From an optimization exercise on the open Yosys and OpenROAD flow, aimed at small area, a short achievable clock period and few clock cycles per item; shortcuts taken in it are not production practice.
No run shown here included a check of the RTL's function; only the layout flow was run.

==> flow/design.v (outline; a module is shown in full before it is edited, if it fits) <==
// module mult_fa: 4 lines
// module mult_ha: 4 lines
// module mult_xnor: 3 lines
// module mult_fac: 4 lines
// module mult_ao22: 3 lines
// module mult_bsel: 5 lines
// module mult_bseln: 5 lines
// module mult_benc: 4 lines
// module mult_gpn: 4 lines
// module mult_gn: 3 lines
// module mult_gpi: 4 lines
// module mult_gi: 3 lines
// module mult_pre: 2169 lines
// module mult_post: 1622 lines
// module mult_top: 39 lines
module mult_top (
    input  logic        clock,
    input  logic        reset,
    input  logic        in_valid,
    input  logic [31:0] in_rs1,
    input  logic [31:0] in_rs2,
    input  logic [5:0]  in_dest,
    input  logic [3:0]  in_bm,
    input  logic [2:0]  in_func,
    output logic        fu_free,
    input  logic [3:0]  b_mm_resolve,
    input  logic        b_mm_mispred,
    input  logic        cdb_gnt,
    output logic        out_valid,
    output logic [31:0] out_result,
    output logic [5:0]  out_dest
);
  // ...
==> flow/run.sh <==
#!/bin/bash
# synth_recipe.tcl (not shown) runs the flow's synth.tcl, then flattens the netlist and writes it again
# the make line also repeats each setting of config.mk as NAME=value (left out here)
make -C /OpenROAD-flow-scripts/flow DESIGN_CONFIG=/design/flow/config.mk WORK_HOME=/design/flow/orfs CLKGATE_MAP_FILE= SYNTH_SCRIPT=/design/flow/synth_recipe.tcl finish
==> flow/config.mk <==
export PLATFORM = sky130hd
export DESIGN_NAME = mult_top
export DESIGN_NICKNAME = mult_top
export VERILOG_FILES = /design/flow/design.v
export SDC_FILE = /design/flow/constraint.sdc
export NUM_CORES = 4
export LEC_CHECK = 0
export CAP_MARGIN = 20
export CORE_MARGIN = 2
export CORE_UTILIZATION = 65
export PLACE_DENSITY = 0.75
export SETUP_SLACK_MARGIN = 2.0
export SLEW_MARGIN = 20
export SYNTH_HIERARCHICAL = 1
export SYNTH_MINIMUM_KEEP_SIZE = 0
==> flow/constraint.sdc <==
create_clock -name core_clock -period 6.5 [get_ports {clock}]
set_input_delay 1.3000 -clock core_clock [delete_from_list [all_inputs] [get_ports {clock}]]
set_output_delay 1.3000 -clock core_clock [all_outputs]
set_load 0.01 [all_outputs]
==> key figures, run 1 <==
Outcome
  – Status: no timing/DRC/antenna violations

Timing
  – Setup violators final: 0

Logic synthesis
  – Post-synthesis cell type count: 32
  – Most instantiated library cell after synthesis: xor2_1
  – Dominant cell type by area after synthesis: fa_1
  – Syn_area_per_cell: 11.96 um2
  – Synth Flop Type: edfxtp_1
  – Mux share of post-synthesis cell area: 0.03330%
  – Area contributors post-synth: fa_1 (28%), edfxtp_1 (22%), xor2_1 (15%)
  – Flops & latches, synth: between 200 and 300
  – Adder-cell share of the synthesized area: 31.56%

Critical path
  – Cell family with most CP delay: adder cells
  – Crit path from: t_q[107]
  – FF-to-FF End: out_dest[5]
  – WS Path Type: reg -> out
  – Slowest Stage Delay on Critical Path: between 0.6 and 0.7 ns
  – Cell chain of the critical path: fa_1 -> fa_1 -> ha_4 -> nand2_2 -> nor2_4 -> nand2_4 -> nor2_4 -> nand2_1 -> o21ai_1 -> xor2_1 -> nand2_1 -> o21ai_2 -> buf_2

Drt
  – DRC: 0
  – Post-DRT Antenna Nets: 0
  – DR top layer: met5

Finish
  – Area added between synthesis and finish: 24.07%
  – Commonest non-fill, non-tap cell in the layout: a22o_1
  – Nonclk buf count: approximately 360
  – Fill count: just under 3000
  – Seq cells: approximately 250
  – Buffer share of cell area: under 10%
  – Antenna cells: 1
  – Sequential cell area share: a little under a fifth
  – Reg area: between 7000 and 8000 um2

GRT
  – Via count of the first global-routing pass: 31164
  – Largest net degree at the start of global routing: 86
  – Met1 Track Usage GR: between 50% and 60%

Placement
  – DP HPWL: between 80000 and 90000 um
  – Placer Congestion: between 1 and 1.5

Clock network
  – Clock-pin transition on the worst setup and hold timing paths: approximately 0.060 ns
  – Clock buffer depth: 3
  – CTS sink cnt: 254

Die
  – Die W: ~230 um

Run
  – Maxcap violations: 0
==> inputs of run 2 (changes only) <==
--- a/flow/config.mk
+++ b/flow/config.mk
@@ -9,6 +9,6 @@
 export CORE_MARGIN = 2
 export CORE_UTILIZATION = 65
+export CTS_BUF_LIST = sky130_fd_sc_hd__clkbuf_4 sky130_fd_sc_hd__clkbuf_8
 export PLACE_DENSITY = 0.75
-export SETUP_SLACK_MARGIN = 2.0
 export SLEW_MARGIN = 20
 export SYNTH_HIERARCHICAL = 1
==> key figures, run 2 <==
Outcome
  – Status: no timing/DRC/antenna violations

Clock network
  – Total CTS buffers: 47
  – CTS tree: done
  – Hold-fix buffers, CTS: 0
  – H-tree depth: 2
  – Worst-skew pair later-pin latency: 0.66 ns
  – CTS root buf: clkbuf_8
  – Clock-pin transition on the worst setup and hold timing paths: 0.07 ns (about the same)
  – Clock buffer depth: 3 (unchanged)
  – CTS sink cnt: 254 (unchanged)

Placement
  – Placed cells: 3764
  – PortBufs: roughly 120
  – Placer Congestion: 0.9931 (-3.4%)
  – DP HPWL: 85320 um (-1.6%)
  – DP Area: between 30000 and 40000 um2

Logic synthesis
  – Post-synthesis cell type count: 32 (unchanged)
  – Synth Flop Type: edfxtp_1
  – Flops & latches, synth: 254 (unchanged)
  – Area contributors post-synth: fa_1 (28%), edfxtp_1 (22%), xor2_1 (15%)
  – Dominant cell type by area after synthesis: fa_1
  – Yosys warnings: 7
  – Seq/Total Area, Yosys: 22.41%
  – EDFF count, synth: 249
  – Synth Instances: 2828
  – Async SR Flop Fraction: 0%
  – Syn Std Cell Area: approximately 34000 um2
  – Most frequent cells after synthesis: xor2_1 (590), a22o_1 (576), fa_1 (465)
  – Most instantiated library cell after synthesis: xor2_1
  – Syn_area_per_cell: 11.96 um2 (unchanged)
  – Share of the synthesized area in the top cell type: between 20% and 30%

Timing
  – Rel. slew slack: about 18%
  – Hold Violations, Final: 0
  – RSZ-0062 raised after global routing: false
  – Fin crit share: 96.93%
  – Fin crit period: roughly 6.3 ns
  – Max Freq: 158.7 MHz
  – Final Slew Violations: 0
  – Worst Clk Skew: a little under 0.04 ns
  – Setup violators final: 0 (unchanged)
  – Setup_tns: 0 ns
  – Worst Tran Pin Value: 1.233 ns

Critical path
  – Cell chain of the critical path: fa_1 -> fa_1 -> ha_1 -> nand2_1 -> nor2_1 -> nand2_1 -> nor2_1 -> nand2_1 -> o21ai_1 -> xor2_1 -> nand2_1 -> o21ai_0 -> clkdlybuf4s50_1
  – WS Path Type: reg -> out
  – FF-to-FF End: t_q[186]
  – Worst-path fanout max: 4
  – Cell mode on critical path: nand2_1
  – Startpoint Class: flip-flop
  – Worst R2R Setup Slack: roughly 4.4 ns
  – Slowest Stage Delay on Critical Path: 0.61 ns (about the same)
  – Worst Path Required: 5.20 ns
  – Crit path capture type: output port
  – Reg2Reg Depth: 3
  – Worst EP arrival: ~5 ns
  – Worst path slowest cell: ha_1
  – R2R Path Start: v_q

Finish
  – Non-filler cells, final: roughly 3800
  – Final #Nets: 3794
  – Area added between synthesis and finish: 12.16%
  – Commonest non-fill, non-tap cell in the layout: a22o_1
  – Max reg flops: around 240
  – Final Cell Area: 37930 um2
  – Layout cell share with drive strength beyond 1: roughly 17%
  – Largest regs: t_q x242, out_dest x6, bm_q x4
  – Most frequent cells in the layout: a22o_1 (576), xor2_1 (573), fa_1 (465)
  – Largest register by flop count: t_q

Drt
  – Post-DRT Antenna Nets: 0 (unchanged)
  – Drt total wl: 122100 um
  – DR iter-0 viols: about 3800
  – DR pass1 iterations: 6
  – Vias per cell: around 7.3
  – Vias: between 20000 and 30000
  – Drt wl/cell: 31.73 um
  – DRC: 0 (unchanged)

Die
  – Starting Density: between 60% and 70%
  – Total core area: just over 50000 um2
  – Die ar.: roughly 54000 um2
  – Die H: between 200 and 250 um
  – Ports: between 100 and 150
  – Row Count: 83
  – Die W: 232.1 um (unchanged)

Hold path
  – Min-delay worst type: reg -> reg
  – Min-delay src: bm_q[3]
  – Sink of the worst hold path: bm_q[3]
  – Hold depth: 2

GRT
  – Via count of the first global-routing pass: 29058 (-6.8%)
  – Grt ovf: 0
  – Gr usage total: 45.60%
  – Global-route wire length before repair: 179500 um
  – Initial antenna violation count: 4
  – Largest net degree at the start of global routing: 150 (+74%)

Run
  – Maxcap violations: 0 (unchanged)
run 2: how the worst max path moves through the flow:
| stage | from | end | depth (start not counted) |
|---|---|---|---|
| detailed placement | in_func[1] | t_q[143] | 9 |
| global placement | t_q[131] | out_result[31] | 13 |
| finish | t_q[131] | out_result[12] | 13 |
| global route | t_q[131] | out_result[31] | 13 |
| floorplan | in_rs2[31] | t_q[147] | 7 |
| CTS | t_q[131] | out_result[31] | 13 |
run 2: critical path, delay by kind of cell, from the launching register on:
| family | cells | cell delay, ns |
|---|---|---|
| flops | 1 | 0.40 |
| simple gates | 6 | 0.99 |
| xor+xnor | 1 | 0.26 |
| fa+ha+maj | 3 | 1.75 |
| buf+inv | 1 | 0.61 |
| compound gates | 2 | 0.32 |
run 2: logic make-up after synthesis:
logic type,after synthesis,synth area share [%]
buf+inv,31,0.4846
simple gates,348,4.166
flops,254,22.41
other cells,1,0.01109
mux,1,0.03330
xor+xnor,673,17.43
fa+ha+maj,574,31.56
compound gates,946,23.91
run 2: per-module statistics from Yosys (local to each module, per instance), excerpt:
module	times used	cells inside
mult_ao22	576	1
mult_fac	16	1
mult_gpn	146	2
mult_post	1	217
mult_benc	17	4
mult_top	1	275
mult_xnor	32	1
mult_gpi	106	2
mult_gi	40	1
mult_ha	46	1
mult_bsel	560	1
mult_fa	465	1
run 2: cell type report:
type / count / area (um2)
repair buffers: 250 / 2156
diodes: 2 / 5.005
fillers: 3491 / 13470
clock inverters: 22 / 207.7
multi-input cells: 2562 / 26310
flip-flops and latches: 254 / 7577
inverters: 19 / 78.83
well taps: 680 / 850.8
clock buffers: 60 / 750.7
run 2: what timing repair did:
action,in CTS,in global routing
buffers inserted,0,0
endpoints found under the hold margin,0,0
gates resized for setup,0,1
setup endpoints to repair,0,1
run 2: per-stage QoR:
step / hold slack (ns) / setup slack [ns] / util (%)
global placement: 0.4757 / 0.9038 / 71.88
floorplan: 0.4588 / 0.4325 / -
CTS: 0.4983 / 0.2202 / 73.74
detailed placement: 0.4793 / 0.8498 / 71.88
finish: 0.4896 / 0.1997 / 73.79
global route: 0.5240 / 0.009178 / 73.78
run 2: layer usage:
| layer | global-route usage, % | up-vias | wire length, um |
|---|---|---|---|
| li1 | - | 11010 | - |
| met1 | 56.91 | 13731 | 42620 |
| met2 | 67.72 | 2559 | 53250 |
| met3 | 17.14 | 623 | 17810 |
| met4 | 27.28 | 6 | 8406 |
| met5 | 0 | - | 41 |
==> inputs of run 3 (changes only) <==
--- a/flow/config.mk
+++ b/flow/config.mk
@@ -8,7 +8,8 @@
 export CAP_MARGIN = 20
 export CORE_MARGIN = 2
-export CORE_UTILIZATION = 65
+export CORE_UTILIZATION = 55
 export CTS_BUF_LIST = sky130_fd_sc_hd__clkbuf_4 sky130_fd_sc_hd__clkbuf_8
-export PLACE_DENSITY = 0.75
+export PLACE_DENSITY = 0.7
+export SETUP_SLACK_MARGIN = 1.2
 export SLEW_MARGIN = 20
 export SYNTH_HIERARCHICAL = 1
==> key figures, run 3 <==
Clock network
  – Clock-pin transition on the worst setup and hold timing paths: 0.06 ns (about the same)
  – H-tree depth: 2 (unchanged)
  – Clock buffer depth: 3 (unchanged)
  – CTS sink cnt: 254 (unchanged)
  – CTS tree: done
  – Total CTS buffers: 49 (+4.3%)
  – CTS root buf: clkbuf_8
  – Worst-skew pair later-pin latency: 0.66 ns (about the same)

Logic synthesis
  – Area contributors post-synth: fa_1 (28%), edfxtp_1 (22%), xor2_1 (15%)
  – Syn_area_per_cell: 11.96 um2 (unchanged)
  – Mux share of post-synthesis cell area: 0.03330% (unchanged)
  – Yosys warnings: 7 (unchanged)
  – Flops & latches, synth: 254 (unchanged)
  – EDFF count, synth: 249 (unchanged)
  – Share of the synthesized area in the top cell type: 27.53% (unchanged)
  – Seq/Total Area, Yosys: 22.41% (unchanged)
  – Most instantiated library cell after synthesis: xor2_1
  – Most frequent cells after synthesis: xor2_1 (590), a22o_1 (576), fa_1 (465)
  – Post-synthesis cell type count: 32 (unchanged)
  – Simple-Gate Fraction of Synth Area: 4.166% (unchanged)
  – Adder-cell share of the synthesized area: 31.56% (unchanged)
  – Synth Instances: 2828 (unchanged)
  – Dominant cell type by area after synthesis: fa_1
  – Async SR Flop Fraction: 0% (unchanged)
  – Synth Area in Compound Gates: 23.91% (unchanged)
  – Post-Synth XOR/XNOR Area: 17.43% (unchanged)
  – Synth Flop Type: edfxtp_1
  – Largest family of logic cells by synthesized area: adder cells
  – Syn Std Cell Area: 33820 um2 (unchanged)

Critical path
  – Cell mode on critical path: a21oi_4
  – Worst path slowest cell: fa_2
  – Slowest Stage Delay on Critical Path: 0.59 ns (-0.02 ns)
  – Worst-path fanout max: 4 (unchanged)
  – Worst EP arrival: 4.18 ns (-0.82 ns)
  – Crit path capture type: output port
  – Worst R2R Setup Slack: 4.28 ns (-0.14 ns)
  – Cell chain of the critical path: fa_2 -> fa_2 -> ha_4 -> a21oi_4 -> o21ai_4 -> buf_6 -> a21oi_4 -> o21ai_4 -> a21oi_4 -> xnor2_1 -> nor2_1 -> a21oi_1 -> dlygate4sd2_1
  – Reg2Reg Depth: 3 (unchanged)
  – Worst Path Required: 5.20 ns (about the same)
  – R2R Path Start: v_q
  – Startpoint Class: flip-flop
  – FF-to-FF End: t_q[22]
  – WS Path Type: reg -> out

Drt
  – Vias per cell: 6.973 (-3.9%)
  – Post-DRT Antenna Nets: 0 (unchanged)
  – Drt wl/cell: 32.40 um (+2.1%)
  – Vias: 27893 (-0.13%)
  – DRC: 0 (unchanged)
  – Drt total wl: 129600 um (+6.1%)
  – DR pass1 iterations: 6 (unchanged)
  – DR iter-0 viols: 3670 (-2.7%)

Timing
  – Fin crit share: 84.33% (-13 points)
  – Rel. slew slack: 11.06% (-6.5 points)
  – Setup violators final: 0 (unchanged)
  – Max Freq: 182.4 MHz (+15%)
  – Setup_tns: 0 ns (unchanged)
  – RSZ-0062 raised after global routing: true
  – Worst Clk Skew: 0.03357 ns (-0.005357 ns)
  – Worst Tran Pin Value: 1.330 ns (+0.09698 ns)
  – Hold Violations, Final: 0 (unchanged)
  – Fin crit period: 5.481 ns (-0.8190 ns)
  – Final Slew Violations: 0 (unchanged)

Finish
  – Area added between synthesis and finish: 19.49%
  – Non-filler cells, final: 4000 (+3.9%)
  – Final #Nets: 3837 (+1.1%)
  – Largest regs: t_q x242, out_dest x6, bm_q x4
  – Max reg flops: 242 (unchanged)
  – Commonest non-fill, non-tap cell in the layout: a22o_1
  – Most frequent cells in the layout: a22o_1 (576), xor2_1 (572), fa_1 (437)
  – Largest register by flop count: t_q
  – Layout cell share with drive strength beyond 1: 27.05% (+10 points)

Die
  – Row Count: 90 (+8.4%)
  – Ports: 126 (unchanged)
  – Starting Density: 55.82% (-10 points)
  – Die W: 252.0 um (+8.6%)
  – Die H: 252.0 um (+8.6%)
  – Total core area: 60580 um2 (+18%)
  – Die ar.: 63490 um2 (+18%)

GRT
  – Gr usage total: 40.40% (-5.2 points)
  – Largest net degree at the start of global routing: 151 (+0.67%)
  – Grt ovf: 0 (unchanged)
  – Via count of the first global-routing pass: 29079 (+0.072%)
  – Initial antenna violation count: 3 (-1)
  – Global-route wire length before repair: 188400 um (+4.9%)

Placement
  – PortBufs: 124 (unchanged)
  – DP HPWL: 87170 um (+2.2%)
  – Placed cells: 3857 (+2.5%)
  – Placer Congestion: 0.9945 (+0.14%)

Run
  – Maxcap violations: 0 (unchanged)

Hold path
  – Hold depth: 2 (unchanged)
  – Min-delay worst type: reg -> reg
  – Sink of the worst hold path: bm_q[3]
  – Min-delay src: bm_q[3]

Outcome
  – Status: no timing/DRC/antenna violations
-- run 3: changes by cell type in the layout (fill, tap and decap cells not counted), sizes merged --
| cell | change |
|---|---|
| clkbuf | +2 |
| clkdlybuf4s15 | +8 |
| dlygate4sd2 | +4 |
| buf | +60 |
| clkinvlp | -2 |
| inv | -2 |
| clkdlybuf4s50 | -33 |
| clkinv | +12 |
-- run 3: layer usage --
metal	vias to the layer above	global-route usage [%]	wire, um
li1	11116	-	-
met1	13997	52.50	47980
met2	2242	61.45	57350
met3	536	11.65	16290
met4	2	21.44	7945
met5	-	0	11
-- run 3: critical path, delay by kind of cell, from the launching register on --
| family | cells | cell delay (ns) |
|---|---|---|
| AOI/OAI and AO/OA | 6 | 1.00 |
| xor gates and xnor gates | 1 | 0.16 |
| adders and majority gates | 3 | 1.44 |
| buffers and inverters | 2 | 0.43 |
| DFF | 1 | 0.40 |
| and+or+nand+nor | 1 | 0.07 |
-- run 3: cell type report --
cell class	instances	area, um2
antenna	2	5.005
clock buffer	60	757.0
clock inverter	30	226.5
fill	4574	20170
inverter	19	83.83
multi-input combinational	2562	28410
sequential	254	7577
tap	782	978.4
timing repair buffer	291	2366
-- run 3: worst max path at each step --
| stage | startpoint | cells after the start | to |
|---|---|---|---|
| 6_report | t_q[61] | 13 | out_result[28] |
| 5_1_grt | t_q[103] | 14 | out_result[31] |
| 4_1_cts | t_q[107] | 14 | out_result[31] |
| 3_5_place_dp | t_q[131] | 13 | out_result[31] |
| 3_3_place_gp | t_q[131] | 13 | out_result[31] |
| 2_1_floorplan | in_rs2[2] | 7 | t_q[111] |
-- run 3: kinds of logic (layout without fill, tap and decap cells) --
kind of cell,count (synthesis),in the layout
compound gates,946,946
xor+xnor,673,673
fa+ha+maj,574,574
buf+inv,31,400
flops,254,254
mux,1,1
other cells,1,22
simple gates,348,348
-- run 3: through the flow --
stage               utilization (%)  hold WS (ns)  cell area (um2)  setup slack [ns]
floorplan                         -        0.4588            33910             1.236
global placement              61.05        0.4743            36990            0.8721
detailed placement            61.05        0.4971            36990            0.8371
CTS                           65.99        0.5066            39980            0.9386
global route                  66.70        0.5231            40410            0.9114
finish                        66.70        0.4987            40410             1.019
-- run 3: per-module statistics from Yosys (local to each module, per instance), excerpt --
| module | cells | copies in the design | flip-flops and latches |
|---|---|---|---|
| mult_gi | 1 | 40 | 0 |
| mult_fa | 1 | 465 | 0 |
| mult_benc | 4 | 17 | 0 |
| mult_gn | 1 | 21 | 0 |
| mult_post | 217 | 1 | 0 |
| mult_ha | 1 | 46 | 0 |
| mult_fac | 1 | 16 | 0 |
-- run 3: what timing repair did --
item,CTS,global route
setup endpoints to repair,32,32
hold buffers,0,0
pin swaps,87,57
resized for setup,464,111
buffers inserted,38,13

-- afterwards: timing with drivers on the ports --
No port has a modelled driver above. Below, the same layouts with a new extraction and two added sets of constraints. Step 1 (the two cells are an assumption about what drives the block):
set clk [get_ports {clock}]
set_driving_cell -lib_cell sky130_fd_sc_hd__clkbuf_16 $clk
set_driving_cell -lib_cell sky130_fd_sc_hd__buf_2 [delete_from_list [all_inputs] $clk]
Step 2, shift: input delay + t, output delay - t, t = (earliest + latest rising clock arrival at the registers) / 2. This alone moves slack from input paths to output paths. Slacks: no drivers / after step 1 / after step 2; pairs: no drivers / after step 1.
| run | t, ns | setup slack, ns | worst setup path after step 2 | slew at the worst register clock pin (ns) |
|---|---|---|---|---|
| run 1 | 0.675 | 1.051 / 0.996 / 1.299 | input to register | 0.07 / 0.07 |
| run 2 | 0.694 | 0.200 / 0.147 / 0.641 | input to register | 0.07 / 0.07 |
| run 3 | 0.698 | 1.019 / 0.956 / 0.681 | input to register | 0.08 / 0.08 |
After both steps setup and hold are still met in every run listed. For run 3, which loses most, drivers alone change the setup slack by -0.063 ns; drivers and shift together by -0.338 ns.
